Background: an optimization exercise with open tools, aiming at small area, a short achievable clock period and few clock cycles per item. Do not read the settings as production practice.
RTL that was checked went through simulation tests only; none was proved equivalent to the original.
Function not checked in runs 2 to 4: the RTL went through the layout flow alone.
No activity file was given, so power comes from the tool's default toggle rates.

==> flow/design.v (outline; a module is shown in full before it is edited, if it fits) <==
// module Mult: 1296 lines
// module BoothRow: 6 lines
// module FA: 6 lines
// module HA: 6 lines
module Mult (MultStart, out_A, out_B, rst, clk, HI, LOW, EndMult);
  // ...
==> flow/flow/run.sh <==
#!/bin/bash
# The standard layout (the standard.sh: ORFS synthesis to finish), except that
# the port buffers are sky130_fd_sc_hd__buf_4 rather than the delay-cell buffer
# that buffer_ports picks by default. The make output goes to standard.log; ORFS
# keeps each step's own log under orfs/logs/.
set -uo pipefail
bash standard.sh "BUFFER_PORTS_ARGS=-buffer_cell sky130_fd_sc_hd__buf_4" finish > standard.log 2>&1
==> flow/standard.sh <==
#!/bin/bash
# synth_recipe.tcl (not shown) runs the flow's synth.tcl, then flattens the netlist and writes it again
# the make line also repeats each setting of config.mk as NAME=value (left out here)
make -C /OpenROAD-flow-scripts/flow DESIGN_CONFIG=/design/flow/config.mk WORK_HOME=/design/flow/orfs CLKGATE_MAP_FILE= SYNTH_SCRIPT=/design/flow/synth_recipe.tcl "${@:-finish}"
==> flow/config.mk <==
export PLATFORM = sky130hd
export DESIGN_NAME = Mult
export DESIGN_NICKNAME = Mult
export VERILOG_FILES = /design/flow/design.v
export SDC_FILE = /design/flow/constraint.sdc
export NUM_CORES = 4
export LEC_CHECK = 0
export CAP_MARGIN = 20
export CORE_MARGIN = 2
export CORE_UTILIZATION = 40
export SETUP_SLACK_MARGIN = 2.0
export SLEW_MARGIN = 20
export SYNTH_HIERARCHICAL = 1
export SYNTH_MINIMUM_KEEP_SIZE = 0
==> flow/constraint.sdc <==
create_clock -name core_clock -period 6.5 [get_ports {clk}]
set_input_delay 1.3000 -clock core_clock [delete_from_list [all_inputs] [get_ports {clk}]]
set_output_delay 1.3000 -clock core_clock [all_outputs]
set_load 0.01 [all_outputs]
==> impl_results.md, run 1 <==
* Startpoint Class: input pin
* Total power at 0.0217 W
* Switching share of power at 49.2%
* Gpl congestion at 0.908
* Met3 wire len at 11700 µm
* Cell Area, Synth at 25800 µm²
* Final net count at 3314
* Vias in the first global route at 23300
* Fraction of area in registers at 7.46%
* WP data arrival at 5.30 ns
* Power Internal at 0.0110 W
* Final setup margin at 1.59 ns
* Setup CP Type: input pin to flop
* Starting Density at 40.2%
* Comb. pwr at 0.0190 W
* Critical Path Stages at 14
* Crit path largest cell delay at 0.62 ns
* Hold Crit Depth at 2
* Largest Register: S
* CP max stage cell: fa_2
* Clk. pwr at 0.000958 W
* Worst Max-Slew Pin Slew at 0.868 ns
* Hold Violations, Final at 0
* Setup TNS at 0 ns
* Cell with the most instances after synthesis: xnor2_1
* Inverters at 32
* Fmax at 204 MHz
* Simple-gate share of the synthesized area at 3.70%
* Largest net degree at the start of global routing at 42
* Clk tree area frac at 1.77%
* # DRC at 0
* Outcome: timing/DRC/antenna clean
* First-pass GRT wire length at 150000 µm
* Final setup viols at 0
Testbench counts, summed over its fixed seeds: cycles 960, items 960.
==> run 2: changes to the inputs <==
--- a/flow/design.v
+++ b/flow/design.v
@@ -1149,155 +1149,149 @@
 	wire s1023, c1024;
 	HA ha_s1023 (.a(s903), .b(c902), .s(s1023), .co(c1024));
 	wire s1025, c1026;
 	HA ha_s1025 (.a(s905), .b(c904), .s(s1025), .co(c1026));
 	wire s1027, c1028;
 	HA ha_s1027 (.a(s907), .b(c906), .s(s1027), .co(c1028));
 	wire s1029, c1030;
 	HA ha_s1029 (.a(pn15), .b(c908), .s(s1029), .co(c1030));
-	wire [7:0] lb;
-	wire rc1031;
-	HA ha_rc1031 (.a(neg0), .b(pp0[0]), .s(lb[0]), .co(rc1031));
-	wire rc1032;
-	HA ha_rc1032 (.a(pp0[1]), .b(rc1031), .s(lb[1]), .co(rc1032));
-	wire rc1033;
-	FA fa_rc1033 (.a(s909), .b(pp1[0]), .c(rc1032), .s(lb[2]), .co(rc1033));
-	wire rc1034;
-	FA fa_rc1034 (.a(c910), .b(s911), .c(rc1033), .s(lb[3]), .co(rc1034));
-	wire rc1035;
-	FA fa_rc1035 (.a(c912), .b(s913), .c(rc1034), .s(lb[4]), .co(rc1035));
-	wire rc1036;
-	FA fa_rc1036 (.a(c914), .b(s915), .c(rc1035), .s(lb[5]), .co(rc1036));
-	wire rc1037;
-	FA fa_rc1037 (.a(c916), .b(s917), .c(rc1036), .s(lb[6]), .co(rc1037));
-	wire rc1038;
-	FA fa_rc1038 (.a(c918), .b(s919), .c(rc1037), .s(lb[7]), .co(rc1038));
-	reg [55:0] S;
-	reg [55:0] C;
-	reg [7:0] LB;
-	reg CI;
+	reg [63:0] S;
+	reg [63:0] C;
 	always @(posedge clk) begin
-		LB <= lb;
-		CI <= rc1038;
-		S[0] <= c920;
-		C[0] <= s921;
-		S[1] <= c922;
-		C[1] <= s923;
-		S[2] <= c924;
-		C[2] <= s925;
-		S[3] <= c926;
-		C[3] <= s927;
-		S[4] <= c928;
-		C[4] <= s929;
-		S[5] <= c930;
-		C[5] <= s931;
-		S[6] <= c932;
-		C[6] <= s933;
-		S[7] <= c934;
-		C[7] <= s935;
-		S[8] <= c936;
-		C[8] <= s937;
-		S[9] <= c938;
-		C[9] <= s939;
-		S[10] <= c940;
-		C[10] <= s941;
-		S[11] <= c942;
-		C[11] <= s943;
-		S[12] <= c944;
-		C[12] <= s945;
-		S[13] <= c946;
-		C[13] <= s947;
-		S[14] <= c948;
-		C[14] <= s949;
-		S[15] <= c950;
-		C[15] <= s951;
-		S[16] <= c952;
-		C[16] <= s953;
-		S[17] <= c954;
-		C[17] <= s955;
-		S[18] <= c956;
-		C[18] <= s957;
-		S[19] <= c958;
-		C[19] <= s959;
-		S[20] <= c960;
-		C[20] <= s961;
-		S[21] <= c962;
-		C[21] <= s963;
-		S[22] <= c964;
-		C[22] <= s965;
-		S[23] <= c966;
-		C[23] <= s967;
-		S[24] <= c968;
-		C[24] <= s969;
-		S[25] <= c970;
-		C[25] <= s971;
-		S[26] <= c972;
-		C[26] <= s973;
-		S[27] <= c974;
-		C[27] <= s975;
-		S[28] <= c976;
-		C[28] <= s977;
-		S[29] <= c978;
-		C[29] <= s979;
-		S[30] <= c980;
-		C[30] <= s981;
-		S[31] <= c982;
-		C[31] <= s983;
-		S[32] <= c984;
-		C[32] <= s985;
-		S[33] <= c986;
-		C[33] <= s987;
-		S[34] <= c988;
-		C[34] <= s989;
-		S[35] <= c990;
-		C[35] <= s991;
-		S[36] <= c992;
-		C[36] <= s993;
-		S[37] <= c994;
-		C[37] <= s995;
-		S[38] <= c996;
-		C[38] <= s997;
-		S[39] <= c998;
-		C[39] <= s999;
-		S[40] <= c1000;
-		C[40] <= s1001;
-		S[41] <= c1002;
-		C[41] <= s1003;
-		S[42] <= c1004;
-		C[42] <= s1005;
-		S[43] <= c1006;
-		C[43] <= s1007;
-		S[44] <= c1008;
-		C[44] <= s1009;
-		S[45] <= c1010;
-		C[45] <= s1011;
-		S[46] <= c1012;
-		C[46] <= s1013;
-		S[47] <= c1014;
-		C[47] <= s1015;
-		S[48] <= c1016;
-		C[48] <= s1017;
-		S[49] <= c1018;
-		C[49] <= s1019;
-		S[50] <= c1020;
-		C[50] <= s1021;
-		S[51] <= c1022;
-		C[51] <= s1023;
-		S[52] <= c1024;
-		C[52] <= s1025;
-		S[53] <= c1026;
-		C[53] <= s1027;
-		S[54] <= c1028;
-		C[54] <= s1029;
-		S[55] <= c1030;
-		C[55] <= 1'b1;
+		S[0] <= neg0;
+		C[0] <= pp0[0];
+		S[1] <= pp0[1];
+		C[1] <= 1'b0;
+		S[2] <= s909;
+		C[2] <= pp1[0];
+		S[3] <= c910;
+		C[3] <= s911;
+		S[4] <= c912;
+		C[4] <= s913;
+		S[5] <= c914;
+		C[5] <= s915;
+		S[6] <= c916;
+		C[6] <= s917;
+		S[7] <= c918;
+		C[7] <= s919;
+		S[8] <= c920;
+		C[8] <= s921;
+		S[9] <= c922;
+		C[9] <= s923;
+		S[10] <= c924;
+		C[10] <= s925;
+		S[11] <= c926;
+		C[11] <= s927;
+		S[12] <= c928;
+		C[12] <= s929;
+		S[13] <= c930;
+		C[13] <= s931;
+		S[14] <= c932;
+		C[14] <= s933;
+		S[15] <= c934;
+		C[15] <= s935;
+		S[16] <= c936;
+		C[16] <= s937;
+		S[17] <= c938;
+		C[17] <= s939;
+		S[18] <= c940;
+		C[18] <= s941;
+		S[19] <= c942;
+		C[19] <= s943;
+		S[20] <= c944;
+		C[20] <= s945;
+		S[21] <= c946;
+		C[21] <= s947;
+		S[22] <= c948;
+		C[22] <= s949;
+		S[23] <= c950;
+		C[23] <= s951;
+		S[24] <= c952;
+		C[24] <= s953;
+		S[25] <= c954;
+		C[25] <= s955;
+		S[26] <= c956;
+		C[26] <= s957;
+		S[27] <= c958;
+		C[27] <= s959;
+		S[28] <= c960;
+		C[28] <= s961;
+		S[29] <= c962;
+		C[29] <= s963;
+		S[30] <= c964;
+		C[30] <= s965;
+		S[31] <= c966;
+		C[31] <= s967;
+		S[32] <= c968;
+		C[32] <= s969;
+		S[33] <= c970;
+		C[33] <= s971;
+		S[34] <= c972;
+		C[34] <= s973;
+		S[35] <= c974;
+		C[35] <= s975;
+		S[36] <= c976;
+		C[36] <= s977;
+		S[37] <= c978;
+		C[37] <= s979;
+		S[38] <= c980;
+		C[38] <= s981;
+		S[39] <= c982;
+		C[39] <= s983;
+		S[40] <= c984;
+		C[40] <= s985;
+		S[41] <= c986;
+		C[41] <= s987;
+		S[42] <= c988;
+		C[42] <= s989;
+		S[43] <= c990;
+		C[43] <= s991;
+		S[44] <= c992;
+		C[44] <= s993;
+		S[45] <= c994;
+		C[45] <= s995;
+		S[46] <= c996;
+		C[46] <= s997;
+		S[47] <= c998;
+		C[47] <= s999;
+		S[48] <= c1000;
+		C[48] <= s1001;
+		S[49] <= c1002;
+		C[49] <= s1003;
+		S[50] <= c1004;
+		C[50] <= s1005;
+		S[51] <= c1006;
+		C[51] <= s1007;
+		S[52] <= c1008;
+		C[52] <= s1009;
+		S[53] <= c1010;
+		C[53] <= s1011;
+		S[54] <= c1012;
+		C[54] <= s1013;
+		S[55] <= c1014;
+		C[55] <= s1015;
+		S[56] <= c1016;
+		C[56] <= s1017;
+		S[57] <= c1018;
+		C[57] <= s1019;
+		S[58] <= c1020;
+		C[58] <= s1021;
+		S[59] <= c1022;
+		C[59] <= s1023;
+		S[60] <= c1024;
+		C[60] <= s1025;
+		S[61] <= c1026;
+		C[61] <= s1027;
+		S[62] <= c1028;
+		C[62] <= s1029;
+		S[63] <= c1030;
+		C[63] <= 1'b1;
 	end
-	wire [56:0] hs = {S, 1'b1} + {C, CI};
-	assign {HI, LOW} = {hs[56:1], LB};
+	assign {HI, LOW} = S + C;
 endmodule
 module BoothRow (one, two, neg, a, p);
 	input wire one, two, neg;
 	input wire [31:0] a;
 	output wire [31:0] p;
 	assign p = (({32{one}} & a) | ({32{two}} & {a[30:0], 1'b0})) ^ {32{neg}};
 endmodule
 module FA (a, b, c, s, co);
==> flow/config.mk (replaced) <==
export PLATFORM = sky130hd
export DESIGN_NAME = Mult
export DESIGN_NICKNAME = Mult
export VERILOG_FILES = /design/flow/design.v
export SDC_FILE = /design/flow/constraint.sdc
export NUM_CORES = 4
export LEC_CHECK = 0
export CAP_MARGIN = 20
export CORE_MARGIN = 2
export CORE_UTILIZATION = 40
export SETUP_SLACK_MARGIN = 1.0
export SLEW_MARGIN = 20
export SYNTH_HIERARCHICAL = 1
export SYNTH_MINIMUM_KEEP_SIZE = 0
==> impl_results.md, run 2 <==
* Fillers at 6288 (was 5520)
* Detailed Routing Iterations Pass 1 at 7 (unchanged)
* Min-Delay Startpoint: rst (unchanged)
* Cell with the most instances after synthesis: xnor2_1 (unchanged)
* Starting Density at 40.2% (about the same)
* Compound-gate portion of the synthesized area at 20.7% (was 19.9%)
* Hold Crit Depth at 2 (unchanged)
* # DRC at 0 (unchanged)
* Tcrit/Tclk final at 82.8% (was 75.6%)
* EDFF count, synth at 0 (unchanged)
* TritonCTS clock tree: done (unchanged)
* Maxcap violations at 0 (unchanged)
* Hold Violations, Final at 0 (unchanged)
* CTS sink cnt at 127 (was 121)
* Avg Cell Area, Syn at 10.4 µm² (was 10.6 µm²)
* Leak at 10.6 nW (was 11.8 nW)
* Final net count at 3207 (was 3314)
* Synthesized netlist cell count at 2519 (was 2438)
* I/O pin count at 132 (unchanged)
* Cts bufs inserted at 17 (unchanged)
* Area Overhead vs Synth at 8.42% (was 26.4%)
* DR vias/cell at 6.28 (was 6.33)
* # H-tree levels at 4 (unchanged)
* Largest net degree at the start of global routing at 42 (unchanged)
* Commonest non-fill, non-tap cell in the layout: xnor2_1 (unchanged)
* Post-synth top area share at 33.0% (was 34.2%)
* Largest regs: S x64, C x62, EndMult x1 (was S x56, C x55, LB x8)
* Tightest Hold Check Type: input pin to flop (unchanged)
* Gpl congestion at 0.913 (was 0.908)
* Die area at 67800 µm² (was 66500 µm²)
* VDD IR max at 0.000460 V (was 0.000573 V)
* Longest Clk Path Bufs at 2 (unchanged)
* Final hold slack at 0.980 ns (was 0.970 ns)
* Most frequent cells in the layout: xnor2_1 (546), a22oi_1 (497), fa_1 (434), buf_4 (202), ha_1 (144) (was xnor2_1 (513), a22oi_1 (453), buf_4 (261), fa_1 (235), fa_2 (206))
* Worst Hold End: EndMult (unchanged)
* Synth warn at 7 (unchanged)
* Tmin final at 5.38 ns (was 4.91 ns)
* Synth Area in XOR/XNOR at 19.5% (was 19.8%)
* PortBufs at 131 (unchanged)
* Fraction of synthesized area in multiplexers at 0.309% (was 0.315%)
* Leading post-synthesis cells by cell area: fa_1 (33%), xnor2_1 (18%), a22oi_1 (14%), dfxtp_1 (9.7%), ha_1 (6.8%) (was fa_1 (34%), xnor2_1 (19%), a22oi_1 (14%), dfxtp_1 (9.4%), ha_1 (6.7%))
* Slew Limit Fails at 0 (unchanged)
* Crit end category: flop (unchanged)
* Outcome: timing/DRC/antenna clean (unchanged)
* Post-detail-place hpwl at 68000 µm (was 68100 µm)
* DR vias at 21600 (was 22400)
* Worst-path clk slew at 0.07 ns (about the same)
* Crit-path most repeated cell: fa_1 (was fa_2)
* Antenna-violating nets left at 0 (unchanged)
* CP required at 6.81 ns (was 6.89 ns)
* Total grt overflow at 0 (unchanged)
* Setup CP Type: input pin to flop (unchanged)
* Sequential cell area fraction in the yosys report at 9.66% (was 9.39%)
* Unrepaired setup endpoints after global routing: false (was true)
* # rows at 94 (was 93)
* Die height at 260 µm (was 258 µm)
* Simple-gate share of the synthesized area at 4.18% (was 3.70%)
* Cell Area, Synth at 26300 µm² (was 25800 µm²)
* Post-Synth Adder-Cell Area at 40.1% (was 41.2%)
* Core area at 65400 µm² (was 64100 µm²)
* Worst Max-Slew Pin Slew at 1.01 ns (was 0.868 ns)
* Die W at 260 µm (was 258 µm)
* Area leader, netlist: fa_1 (unchanged)
* Largest family of logic cells by synthesized area: adder cells (unchanged)
* Synth cell types at 68 (was 62)
* Relative slew slack at 32.8% (was 41.8%)
* Vias in the first global route at 22600 (was 23300)
* DR WL/cell at 27.0 µm (was 28.8 µm)
* Post-CTS setup buffer count at 0 (was 129)
* Pwr Density at 644 nW/µm² (was 665 nW/µm²)
* Storage element area at 2540 µm² (was 2430 µm²)
* Max reg flops at 64 (was 56)
* WP data arrival at 5.70 ns (was 5.30 ns)
* Cells along the critical path: buf_4 > nand2b_1 > o21ai_2 > a22oi_1 > xnor2_1 > fa_1 > fa_1 > fa_1 > fa_1 > fa_1 > fa_1 (was buf_16 > inv_6 > or3_4 > o21ai_4 > buf_12 > buf_16 > buf_4 > a22oi_1 > xnor2_1 > fa_2 > fa_2 > fa_2 > fa_2 > fa_2)
* First-pass GRT wire length at 141000 µm (was 150000 µm)
* Top FF cell, synth: dfxtp_1 (unchanged)
* Final core occ at 43.6% (was 50.8%)
* Initial DRC count at 2512 (was 2523)
* Startpoint Class: input pin (unchanged)
* Crit path largest cell delay at 0.78 ns (was 0.62 ns)
* Root Buffer: clkbuf_16 (unchanged)
* Asr flop ratio synth at 0% (unchanged)
* Critical path fanouts, max at 17 (was 7)
* Multi-input gate area at 22600 µm² (was 24300 µm²)
* Total track usage at 27.6% (was 30.0%)
* CP max stage cell: o21ai_2 (was fa_2)
* Antenna violations before repair at 5 (was 0)
* Final setup viols at 0 (unchanged)
* Share of post-route cells with drive strength above 1 at 11.4% (was 32.5%)
* Fmax at 186 MHz (was 204 MHz)
* Setup TNS at 0 ns (unchanged)
* FF+latch count, synth at 127 (was 121)
* Most frequent cells after synthesis: xnor2_1 (546), a22oi_1 (497), fa_1 (434) (was xnor2_1 (548), a22oi_1 (496), fa_1 (441))
* Largest Register: S (unchanged)
* Final Routed Wirelength at 92800 µm (was 102000 µm)
==> run 2: cell count changes in the layout (fill, tap and decap cells not counted), moves of 33 or more <==
cell     delta
a22oi_1    +44
a22oi_2    -43
buf_12     -38
buf_4      -59
buf_6      -53
fa_1      +199
fa_2      -206
ha_1       +54
ha_4       -40
xnor2_1    +33
xnor2_2    -35
==> run 2: per-stage QoR <==
step	power, W	std cells	area [µm²]	setup slack [ns]
after floorplan	0.0116	2534	26400	1.24
after global placement	0.0169	3407	27900	0.683
after detailed placement	0.0173	3407	27900	0.660
after CTS	0.0184	3439	28500	1.15
after global routing	0.0203	3441	28500	1.03
final	0.0184	3441	28500	1.12
==> run 2: cell type report <==
cell class              count  share of cell area, %
clock buffers              18                   1.50
multi-input cells        2176                   79.1
well taps                 864                   3.79
diodes                      2                 0.0175
clock inverters            14                  0.640
inverters                  34                  0.447
flip-flops and latches    127                   8.91
repair buffers            206                   5.57
==> run 2: timing repair <==
action                     4_1_cts  5_1_grt
hold endpoints to repair         0        0
hold buffers                     0        0
resized for setup                0        2
setup endpoints to repair        0        4
==> run 2: kinds of logic (layout without fill, tap and decap cells) <==
logic type | after synthesis | after routing
AOI/OAI and AO/OA | 756 | 756
xor gates and xnor gates | 586 | 586
adders and majority gates | 585 | 585
buffers and inverters | 231 | 272
and+or+nand+nor | 225 | 225
DFF | 127 | 127
muxes | 8 | 8
other | 1 | 18
==> run 2: layer usage <==
metal | GRT usage, % | wire length (µm)
met1 | 36.6 | 36800
met2 | 43.5 | 42300
met3 | 5.22 | 9180
met4 | 13.1 | 4570
met5 | 0 | 13
==> run 2: critical path: cells and delay by family <==
family                     cells  cell delay, ns
and+or+nand+nor                1            0.12
xor gates and xnor gates       1            0.20
AOI/OAI and AO/OA              2            0.97
buffers and inverters          1            0.27
adders and majority gates      6            2.83
==> run 2: worst max path at each step <==
| stage | startpoint | end | slack [ns] |
|---|---|---|---|
| final | out_B[29] | C[37] | 1.12 |
| after global routing | out_B[7] | C[29] | 1.03 |
| after CTS | out_B[11] | C[28] | 1.15 |
| after detailed placement | out_B[11] | C[28] | 0.66 |
| after global placement | out_B[11] | C[28] | 0.68 |
| after floorplan | out_B[13] | C[34] | 1.24 |
==> run 2: Yosys stat by module (local to each module, per instance) <==
module,cell area [µm²],times used
Mult,7160,1
BoothRow,591,16
FA,20.0,434
HA,12.5,81
==> run 2: where the power goes <==
part | total [W] | internal (W) | switching [W]
registers | 0.00172 | 0.00150 | 0.000217
clock network | 0.00102 | 0.000608 | 0.000413
logic | 0.0156 | 0.00697 | 0.00865
==> run 3: changes to the inputs <==
==> flow/run.sh (new file) <==
#!/bin/bash
# synth_recipe.tcl (not shown) runs the flow's synth.tcl, then flattens the netlist and writes it again
# the make line also repeats each setting of config.mk as NAME=value (left out here)
make -C /OpenROAD-flow-scripts/flow DESIGN_CONFIG=/design/flow/config.mk WORK_HOME=/design/flow/orfs CLKGATE_MAP_FILE= SYNTH_SCRIPT=/design/flow/synth_recipe.tcl finish
removed: flow/flow/run.sh
removed: flow/standard.sh
==> impl_results.md, run 3 <==
* Die height at 260 µm (unchanged)
* Critical path fanouts, max at 16 (was 17)
* Startpoint Class: input pin (unchanged)
* Storage element area at 2540 µm² (unchanged)
* Detailed Routing Iterations Pass 1 at 8 (was 7)
* Synthesized netlist cell count at 2519 (unchanged)
* Crit end category: flop (unchanged)
* Total power at 0.0190 W (was 0.0184 W)
* Vias in the first global route at 22400 (was 22600)
* Commonest non-fill, non-tap cell in the layout: xnor2_1 (unchanged)
* Outcome: timing/DRC/antenna clean (unchanged)
* Fmax at 183 MHz (was 186 MHz)
* PortBufs at 131 (unchanged)
* Largest regs: S x64, C x62, EndMult x1 (unchanged)
* Multi-input gate area at 22800 µm² (was 22600 µm²)
* CP max stage cell: clkdlybuf4s50_1 (was o21ai_2)
* Starting Density at 40.2% (unchanged)
* Total grt overflow at 0 (unchanged)
* Max reg flops at 64 (unchanged)
* TritonCTS clock tree: done (unchanged)
* Die W at 260 µm (unchanged)
* Dpl ws at 0.443 ns (was 0.660 ns)
* # H-tree levels at 4 (unchanged)
* CP required at 6.82 ns (was 6.81 ns)
* Maxcap violations at 0 (unchanged)
* Cts bufs inserted at 17 (unchanged)
* VDD IR max at 0.000609 V (was 0.000460 V)
* Cells along the critical path: clkdlybuf4s50_1 > buf_4 > buf_4 > a22oi_1 > xnor2_1 > fa_1 > fa_1 > fa_1 > fa_1 > fa_1 (was buf_4 > nand2b_1 > o21ai_2 > a22oi_1 > xnor2_1 > fa_1 > fa_1 > fa_1 > fa_1 > fa_1 > fa_1)
* Sequential cell area fraction in the yosys report at 9.66% (unchanged)
* Tmin final at 5.46 ns (was 5.38 ns)
* Setup TNS at 0 ns (unchanged)
* Tightest Hold Check Type: input pin to flop (unchanged)
* WP data arrival at 5.78 ns (was 5.70 ns)
* Synth warn at 7 (unchanged)
* Largest Register: S (unchanged)
* Root Buffer: clkbuf_16 (unchanged)
* Crit-path most repeated cell: fa_1 (unchanged)
* Setup CP Type: input pin to flop (unchanged)
* I/O pin count at 132 (unchanged)
* Final Routed Wirelength at 94900 µm (was 92800 µm)
* Final core occ at 45.9% (was 43.6%)
* Asr flop ratio synth at 0% (unchanged)
* EDFF count, synth at 0 (unchanged)
* Area Overhead vs Synth at 14.0% (was 8.42%)
* Die area at 67800 µm² (unchanged)
* Final setup margin at 1.04 ns (was 1.12 ns)
* Top FF cell, synth: dfxtp_1 (unchanged)
* Final setup viols at 0 (unchanged)
* Largest net degree at the start of global routing at 35 (was 42)
* Total track usage at 27.9% (was 27.6%)
* Area leader, netlist: fa_1 (unchanged)
* Synth cell types at 68 (unchanged)
* DP Cell Count at 3496 (was 3407)
* CTS sink cnt at 127 (unchanged)
* Unrepaired setup endpoints after global routing: true (was false)
* Final net count at 3316 (was 3207)
* CP delay by family, top: adder cells (unchanged)
* Most frequent cells in the layout: xnor2_1 (543), a22oi_1 (496), fa_1 (423), buf_4 (160), ha_1 (144) (was xnor2_1 (546), a22oi_1 (497), fa_1 (434), buf_4 (202), ha_1 (144))
* Pwr Density at 634 nW/µm² (was 644 nW/µm²)
* Worst-path clk slew at 0.06 ns (was 0.07 ns)
* Worst Max-Slew Pin Slew at 1.07 ns (was 1.01 ns)
* Share of post-route cells with drive strength above 1 at 11.5% (was 11.4%)
* Tcrit/Tclk final at 84.1% (was 82.8%)
* Core area at 65400 µm² (unchanged)
* Cell with the most instances after synthesis: xnor2_1 (unchanged)
* Fillers at 6205 (was 6288)
* Relative slew slack at 28.3% (was 32.8%)
* Finished Layout Cells at 3549 (was 3441)
* Antenna-violating nets left at 0 (unchanged)
* DR WL/cell at 26.7 µm (was 27.0 µm)
* DR vias/cell at 6.15 (was 6.28)
* Post-synth top area share at 33.0% (unchanged)
* # DRC at 0 (unchanged)
* Post-detail-place hpwl at 73700 µm (was 68000 µm)
* Gpl congestion at 0.954 (was 0.913)
* DR vias at 21800 (was 21600)
* Buf+Inv Stages, Crit Path at 3 (was 1)
* # rows at 94 (unchanged)
* Hold Violations, Final at 0 (unchanged)
* Initial DRC count at 2441 (was 2512)
* Most frequent cells after synthesis: xnor2_1 (546), a22oi_1 (497), fa_1 (434) (unchanged)
* Antenna violations before repair at 3 (was 5)
* Crit path largest cell delay at 0.95 ns (was 0.78 ns)
* Longest Clk Path Bufs at 2 (unchanged)
* Cell Area, Synth at 26300 µm² (unchanged)
* Leak at 11.2 nW (was 10.6 nW)
* Leading post-synthesis cells by cell area: fa_1 (33%), xnor2_1 (18%), a22oi_1 (14%), dfxtp_1 (9.7%), ha_1 (6.8%) (unchanged)
* FF+latch count, synth at 127 (unchanged)
* Slew Limit Fails at 0 (unchanged)
* First-pass GRT wire length at 143000 µm (was 141000 µm)
* Avg Cell Area, Syn at 10.4 µm² (unchanged)
-- run 3: cell counts after synthesis --
No cell type changed its count.
-- run 3: repair_timing --
item / CTS / global route
gates cloned: 0 / 4
endpoints found under the setup margin: 19 / 50
hold buffers: 0 / 0
buffers inserted: 1 / 15
gates resized for setup: 11 / 60
pin swaps: 1 / 20
-- run 3: per-layer routing --
layer,share of wire [%],wire length [µm],global-route usage [%],vias to the layer above
met2,45,42700,43.4,1302
met1,40,38300,38.3,11100
met3,10,9490,5.10,200
met5,0.029,28,0,-
li1,-,-,-,9252
met4,4.7,4460,11.8,4
-- run 3: kinds of logic (layout without fill, tap and decap cells) --
| kind of cell | Yosys count | count (layout) | share of synthesized area [%] |
|---|---|---|---|
| compound gates | 756 | 757 | 20.7 |
| xor+xnor | 586 | 586 | 19.5 |
| fa+ha+maj | 585 | 585 | 40.1 |
| buf+inv | 231 | 380 | 5.50 |
| flops | 127 | 127 | 9.66 |
| mux | 8 | 8 | 0.309 |
| other cells | 1 | 17 | 0.0143 |
| simple gates | 225 | 225 | 4.18 |
-- run 3: metrics by stage --
step / instance area [µm²] / hold WS [ns]
floorplan: 26400 / 1.33
global placement: 28800 / 1.82
detailed placement: 28800 / 1.82
CTS: 29500 / 1.34
global route: 30000 / 1.38
finish: 30000 / 1.37
-- run 3: where the power goes --
| group | internal, W | total, W | switching, W |
|---|---|---|---|
| sequential | 0.00150 | 0.00170 | 0.000197 |
| combinational | 0.00748 | 0.0163 | 0.00883 |
| clock | 0.000586 | 0.00100 | 0.000415 |
| total | 0.00957 | 0.0190 | 0.00944 |
-- run 3: modules after synthesis (local to each module, per instance) --
module    flops+latches  area, µm²
BoothRow              0        591
FA                    0       20.0
HA                    0       12.5
Mult                127       7160
-- run 3: cell type report --
type | count | share of cell area [%]
Antenna cell | 1 | 0.00834
Clock buffer | 20 | 1.52
Clock inverter | 12 | 0.455
Inverter | 34 | 0.425
Multi-Input combinational cell | 2177 | 75.9
Sequential cell | 127 | 8.48
Tap cell | 864 | 3.60
Timing Repair Buffer | 314 | 9.56
-- run 3: path summary, 6_finish.rpt --
check | endpoint | slack, ns | start | cells past startpoint
setup / recovery | C[44] | 1.04 | out_A[27] | 10
hold / removal | EndMult | 1.37 | rst | 2
==> run 4: changes to the inputs <==
--- a/flow/config.mk
+++ b/flow/config.mk
@@ -9,5 +9,5 @@
 export CORE_MARGIN = 2
 export CORE_UTILIZATION = 40
-export SETUP_SLACK_MARGIN = 1.0
+export SETUP_SLACK_MARGIN = 1.6
 export SLEW_MARGIN = 20
 export SYNTH_HIERARCHICAL = 1
==> impl_results.md, run 4 <==
* FF+latch count, synth at 127 (unchanged)
* Clk pwr share at 4.5% (was 5.3%)
* Outcome: timing/DRC/antenna clean (unchanged)
* Share of post-route cells with drive strength above 1 at 25.2% (was 11.5%)
* Buf+Inv Stages, Crit Path at 6 (was 3)
* Root Buffer: clkbuf_16 (unchanged)
* Cell with the most instances after synthesis: xnor2_1 (unchanged)
* Worst-path clk slew at 0.06 ns (about the same)
* Most frequent cells after synthesis: xnor2_1 (546), a22oi_1 (497), fa_1 (434) (unchanged)
* Final Routed Wirelength at 107000 µm (was 94900 µm)
* Top FF cell, synth: dfxtp_1 (unchanged)
* Crit path largest cell delay at 0.64 ns (was 0.95 ns)
* CP delay by family, top: adder cells (unchanged)
* Largest Register: S (unchanged)
* Detailed Routing Iterations Pass 1 at 8 (unchanged)
* Max reg flops at 64 (unchanged)
* P_sw at 0.0104 W (was 0.00944 W)
* Pwr Density at 639 nW/µm² (was 634 nW/µm²)
* Tightest Hold Check Type: input pin to flop (unchanged)
* Synth cell types at 68 (unchanged)
* Setup TNS at 0 ns (unchanged)
* Vias in the first global route at 23800 (was 22400)
* Maxcap violations at 0 (unchanged)
* PortBufs at 131 (unchanged)
* Largest net degree at the start of global routing at 36 (was 35)
* Leak at 12.3 nW (was 11.2 nW)
* # H-tree levels at 4 (unchanged)
* Hold Violations, Final at 0 (unchanged)
* Starting Density at 40.2% (unchanged)
* Unrepaired setup endpoints after global routing: true (unchanged)
* Quantity of hold-fixing buffers added after cts at 0 (unchanged)
* Area leader, netlist: fa_1 (unchanged)
* DR vias/cell at 6.35 (was 6.15)
* Final setup viols at 0 (unchanged)
* Commonest non-fill, non-tap cell in the layout: xnor2_1 (unchanged)
* Die W at 260 µm (unchanged)
* Slew Limit Fails at 0 (unchanged)
* Core area at 65400 µm² (unchanged)
* Tmin final at 5.02 ns (was 5.46 ns)
* Critical path fanouts, max at 5 (was 16)
* # rows at 94 (unchanged)
* EDFF count, synth at 0 (unchanged)
* Post-detail-place hpwl at 71200 µm (was 73700 µm)
* Antenna violations before repair at 1 (was 3)
* Total track usage at 30.6% (was 27.9%)
* Area Overhead vs Synth at 26.6% (was 14.0%)
* # DRC at 0 (unchanged)
* First-pass GRT wire length at 155000 µm (was 143000 µm)
* Worst Max-Slew Pin Slew at 0.846 ns (was 1.07 ns)
* Longest Clk Path Bufs at 2 (unchanged)
* Initial DRC count at 3233 (was 2441)
* Leading post-synthesis cells by cell area: fa_1 (33%), xnor2_1 (18%), a22oi_1 (14%), dfxtp_1 (9.7%), ha_1 (6.8%) (unchanged)
* Sequential share of power at 8.3% (was 8.9%)
* DR vias at 23100 (was 21800)
* Final setup margin at 1.48 ns (was 1.04 ns)
* Cell Area, Synth at 26300 µm² (unchanged)
* Gpl congestion at 0.959 (was 0.954)
* Post-synth top area share at 33.0% (unchanged)
* Asr flop ratio synth at 0% (unchanged)
* CP required at 6.88 ns (was 6.82 ns)
* Crit end category: flop (unchanged)
* Most frequent cells in the layout: xnor2_1 (520), a22oi_1 (462), fa_1 (301), buf_4 (158), fa_2 (133) (was xnor2_1 (543), a22oi_1 (496), fa_1 (423), buf_4 (160), ha_1 (144))
* Power Internal at 0.0109 W (was 0.00957 W)
* Tcrit/Tclk final at 77.2% (was 84.1%)
* Cts bufs inserted at 17 (unchanged)
* Dpl ws at 0.377 ns (was 0.443 ns)
* TritonCTS clock tree: done (unchanged)
* Sequential cell area fraction in the yosys report at 9.66% (unchanged)
* Die area at 67800 µm² (unchanged)
* Cells along the critical path: buf_12 > inv_6 > or3_4 > o21ai_4 > buf_12 > buf_12 > buf_16 > buf_6 > a22oi_2 > xnor2_2 > fa_2 > fa_1 > fa_2 > fa_1 > fa_2 (was clkdlybuf4s50_1 > buf_4 > buf_4 > a22oi_1 > xnor2_1 > fa_1 > fa_1 > fa_1 > fa_1 > fa_1)
* VDD IR max at 0.000562 V (was 0.000609 V)
* Combinational share of power at 87.2% (was 85.8%)
* Setup CP Type: input pin to flop (unchanged)
* Largest regs: S x64, C x62, EndMult x1 (unchanged)
* DR WL/cell at 29.5 µm (was 26.7 µm)
* WP data arrival at 5.39 ns (was 5.78 ns)
* CTS sink cnt at 127 (unchanged)
* Die height at 260 µm (unchanged)
* Relative slew slack at 43.3% (was 28.3%)
* Avg Cell Area, Syn at 10.4 µm² (unchanged)
* I/O pin count at 132 (unchanged)
* Antenna-violating nets left at 0 (unchanged)
* Switching share of power at 49.0% (was 49.7%)
* Synth warn at 7 (unchanged)
* Final net count at 3404 (was 3316)
* Total grt overflow at 0 (unchanged)
* CP max stage cell: fa_2 (was clkdlybuf4s50_1)
* Startpoint Class: input pin (unchanged)
* Synthesized netlist cell count at 2519 (unchanged)
* Fmax at 199 MHz (was 183 MHz)
[run 4: routing by layer]
layer | GRT usage, % | routed length, µm
met4 | 15.3 | 6110
met3 | 9.44 | 12900
met5 | 0 | 13
met1 | 39.4 | 40900
met2 | 46.6 | 47400
[run 4: layout make-up]
| cell class | instances | area [µm²] |
|---|---|---|
| Antenna cell | 2 | 5.00 |
| Clock buffer | 18 | 439 |
| Clock inverter | 13 | 129 |
| Fill cell | 5785 | 32100 |
| Inverter | 34 | 148 |
| Multi-Input combinational cell | 2178 | 24200 |
| Sequential cell | 127 | 2550 |
| Tap cell | 864 | 1080 |
| Timing Repair Buffer | 401 | 4790 |
[run 4: repair_timing]
action / 4_1_cts / 5_1_grt
buffers inserted: 77 / 42
gates resized for setup: 361 / 207
cloned: 19 / 9
pin swaps: 145 / 191
endpoints found under the setup margin: 110 / 70
[run 4: power by group through the flow]
| stage | sequential [W] | combinational [W] | clock, W |
|---|---|---|---|
| after floorplan | 0.00160 | 0.0104 | 0 |
| after global placement | 0.00174 | 0.0161 | 0 |
| after detailed placement | 0.00174 | 0.0166 | 0 |
| after CTS | 0.00174 | 0.0177 | 0.000970 |
| after global routing | 0.00180 | 0.0204 | 0.00101 |
| final | 0.00177 | 0.0186 | 0.000956 |
[run 4: cell families after synthesis]
logic type / share of synthesized area, %
flops: 9.66
compound gates: 20.7
fa+ha+maj: 40.1
xor+xnor: 19.5
buf+inv: 5.50
other cells: 0.0143
mux: 0.309
simple gates: 4.18
[run 4: final timing paths]
path | depth (start not counted) | slack (ns) | endpoint | start
worst max-delay path | 15 | 1.48 | C[45] | out_B[19]
worst min-delay path | 2 | 1.08 | S[2] | out_B[3]
[run 4: stage by stage]
step / total power, W / instance area (µm²) / std cells / utilization [%] / hold WS, ns
finish: 0.0213 / 33300 / 3637 / 51.0 / 1.08
global route: 0.0232 / 33300 / 3635 / 50.9 / 1.08
CTS: 0.0204 / 32000 / 3584 / 48.9 / 1.10
detailed placement: 0.0183 / 28800 / 3457 / 44.1 / 1.67
global placement: 0.0179 / 28800 / 3457 / 44.1 / 1.67
floorplan: 0.0120 / 26800 / 2534 / - / 1.33
[run 4: Yosys stat by module, one instance, submodules excluded]
module	cells	area (µm²)
HA	1	12.5
FA	1	20.0
BoothRow	74	591
Mult	820	7160

separate check: timing with driven ports:
In the flow no input, the clock included, has a driving cell. The finished layouts below were timed again as built, in two steps. Step 1, drivers: a clkbuf_16 drives clk and a buf_2 each remaining input, both assumed. Step 2 also shifts input and output timing later by t, the mid clock arrival at the registers, as if the neighbouring blocks saw the same clock. a / b / c = ideal / step 1 / step 2; a / b = the first two.
run | t, ns | setup WS [ns] | worst setup path after step 2 | latest minus earliest clock arrival (ns)
run 1 | 0.527 | 1.587 / 1.472 / 0.945 | input to register | 0.026 / 0.026
run 2 | 0.517 | 1.116 / 1.105 / 0.588 | input to register | 0.013 / 0.012
run 3 | 0.508 | 1.036 / 1.063 / 0.554 | input to register | 0.020 / 0.021
run 4 | 0.513 | 1.485 / 1.472 / 0.959 | input to register | 0.015 / 0.016
After both steps setup and hold are still met in every run listed. The setup slack of run 1, which loses most, moves by -0.115 ns with the drivers and by -0.642 ns with both steps.
